Source: an optimization exercise on an open RTL-to-GDS flow (aim: a short achievable clock period and few clock cycles). Production flows keep margins and buffers that such runs may drop. At most, simulation tests tie the RTL to the original design; equivalence was not proved.

## Integration
module Integration(input clk,
	 input rst,
	 output [31:0]mem_addr,
	 output [31:0]mem_wdata,
	 output mem_we,
	 input [31:0]mem_rdata
 );
==> flow/config.mk <==
export PLATFORM = sky130hd
export DESIGN_NAME = Integration
export DESIGN_NICKNAME = Integration
export VERILOG_FILES = /design/flow/design.v
export SDC_FILE = /design/flow/constraint.sdc
export NUM_CORES = 4
export LEC_CHECK = 0
export CAP_MARGIN = 20
export CORE_MARGIN = 2
export CORE_UTILIZATION = 40
export SLEW_MARGIN = 20
==> flow/constraint.sdc <==
create_clock -name core_clock -period 8.0 [get_ports {clk}]
set_input_delay 1.6000 -clock core_clock [delete_from_list [all_inputs] [get_ports {clk}]]
set_output_delay 1.6000 -clock core_clock [all_outputs]
set_load 0.01 [all_outputs]
standard.sh (not shown) runs the stock make flow with config.mk's settings and CLKGATE_MAP_FILE= SYNTH_SCRIPT=/design/flow/synth_recipe.tcl, a recipe that flattens the netlist after the stock synthesis.
==> flow/flow/run.sh <==
#!/bin/bash
set -euo pipefail
export BUFFER_PORTS_ARGS="-inputs -outputs -buffer_cell sky130_fd_sc_hd__buf_8"
bash standard.sh SETUP_SLACK_MARGIN=6 MATCH_CELL_FOOTPRINT=0 finish > run_make.log 2>&1
The starting point passed the timing, DRC and antenna checks.
Testbench counts at the start, summed over its fixed seeds: cycles 10,250.
Rerun with:
==> flow/flow/run.sh (replaced) <==
#!/bin/bash
# Layout flow: the standard layout (standard.sh), with these changes to
# how the layout is optimised:
#  - synthesis is the standard flow's (synth_recipe.tcl) with a faster ABC mapping script
#    (flow/synth.tcl, flow/abc_fast.script); registers are as in the standard
#    synthesis,
#  - the resizer may pick any cell, not only one of the same footprint,
#  - every input and output port gets a sky130_fd_sc_hd__buf_8 buffer
#    instead of the delay cell buffer_ports picks by default.
# make's full output goes to run_make.log; ORFS keeps each step's log under
# orfs/logs/.
set -euo pipefail
export BUFFER_PORTS_ARGS="-inputs -outputs -buffer_cell sky130_fd_sc_hd__buf_8"
export FAST_ABC_SCRIPT="$PWD/flow/abc_fast.script"
bash standard.sh SYNTH_SCRIPT="$PWD/flow/synth.tcl" SETUP_SLACK_MARGIN=6 MATCH_CELL_FOOTPRINT=0 finish > run_make.log 2>&1
==> flow/flow/abc_fast.script (new file) <==
&get -n
&st
&dch
&nf -p -F 1
&st
&syn2
&if -g -K 6
&synch2
&nf -p -F 1
&st
&syn2
&if -g -K 6
&synch2
&nf -p -F 1
&st
&syn2
&if -g -K 6
&synch2
&nf -p -F 1
&st
&syn2
&if -g -K 6
&synch2
&nf -p -F 1
&st
&syn2
&if -g -K 6
&synch2
&nf -p -F 1
&put
buffer -c
topo
stime -c
upsize -c
==> flow/flow/synth.tcl (new file) <==
# The standard flow's synthesis script (synth_recipe.tcl), with one change: ABC maps with
# flow/abc_fast.script, ORFS's abc_speed.script with a single area-flow round
# in each &nf and no final dnsize, so that paths ABC sees as short are not
# slowed down to the length of the longest one. Registers are not touched
# (ABC runs on the combinational logic only).
proc synth {args} { yosys synth -nofsm -noshare {*}$args }
proc abc {args} {
  set i [lsearch -exact $args -script]
  if {$i >= 0} { lset args [expr {$i + 1}] $::env(FAST_ABC_SCRIPT) }
  yosys abc {*}$args
}
source $::env(SCRIPTS_DIR)/synth.tcl
# left out here: clear keep_hierarchy, flatten, clean up, hide names made inside functions, write 1_2_yosys.v
Result: Die area increases by a little under a tenth; cell area increases by a few percent; clock skew increases by 0.0037 ns; flip-flop and latch count does not change; critical path depth stays the same; hold slack gets better by 0.0033 ns; synthesized cell count increases by a few percent; via count increases slightly; final cell count increases by a few percent; register-to-register slack gets better by 0.11 ns.


Integration, a different RTL version from the one above (not shown whole).
Size in the first run: about 580 flip-flops, about 99 I/O pins.
==> flow/config.mk <==
export PLATFORM = sky130hd
export DESIGN_NAME = Integration
export DESIGN_NICKNAME = Integration
export VERILOG_FILES = /design/flow/design.v
export SDC_FILE = /design/flow/constraint.sdc
export NUM_CORES = 4
export LEC_CHECK = 0
export ABC_CLOCK_PERIOD_IN_PS = 2000
export CAP_MARGIN = 20
export CORE_MARGIN = 2
export CORE_UTILIZATION = 40
export SETUP_SLACK_MARGIN = 5
export SLEW_MARGIN = 20
==> flow/constraint.sdc <==
create_clock -name core_clock -period 8.0 [get_ports {clk}]
set_input_delay 1.6000 -clock core_clock [delete_from_list [all_inputs] [get_ports {clk}]]
set_output_delay 1.6000 -clock core_clock [all_outputs]
set_load 0.01 [all_outputs]
run.sh (not shown) runs the stock make flow with config.mk's settings and CLKGATE_MAP_FILE= SYNTH_SCRIPT=/design/flow/synth_recipe.tcl, a recipe that flattens the netlist after the stock synthesis.
Stock flow here: none of the scripts above is used.
The first run finished clean.
Edit:
- ABC_CLOCK_PERIOD_IN_PS: 2000 -> default
- SETUP_SLACK_MARGIN: 5 -> default
=> Final cell count drops by 4.0%; final area goes down by 9.3%; fmax shrinks by 18%; core utilization fell by 4.6 points.
No run of this note included a check of the RTL's function; only the layout flow was run.

-- port drivers added, routing unchanged --
No port has a modelled driver above. Below, the same layouts with a new extraction and two added sets of constraints. Step 1 (the two cells are an assumption about what drives the block):
set clk [get_ports {clk}]
set_driving_cell -lib_cell sky130_fd_sc_hd__clkbuf_16 $clk
set_driving_cell -lib_cell sky130_fd_sc_hd__buf_2 [delete_from_list [all_inputs] $clk]
Step 2 times the ports against the registers' clock, not the clock port: input delays grow and output delays shrink by t, the midpoint of the rising clock arrivals with the driver on. Slacks: ideal ports / drivers / drivers and shift; pairs: ideal ports / drivers.
run | t (ns) | slack for setup (ns) | hold WS [ns] | worst setup path at the end | worst slew at a driven data input, ns
the first run of note 1 | 0.730 | 5.155 / 5.087 / 4.728 | 0.419 / 0.419 / 0.419 | input to register | 0.07
the second run of note 1 | 0.746 | 5.129 / 5.061 / 4.663 | 0.423 / 0.423 / 0.423 | input to register | 0.19
the first run of note 2 | 0.698 | 4.557 / 4.557 / 4.475 | 0.475 / 0.475 / 0.475 | input to register | 0.04
the second run of note 2 | 0.706 | 3.787 / 3.787 / 3.757 | 0.479 / 0.479 / 0.479 | input to register | 0.04
After both steps every run listed still meets setup and hold. The setup slack of the second run of note 1, which loses most, moves by -0.068 ns with the drivers and by -0.466 ns with both steps.
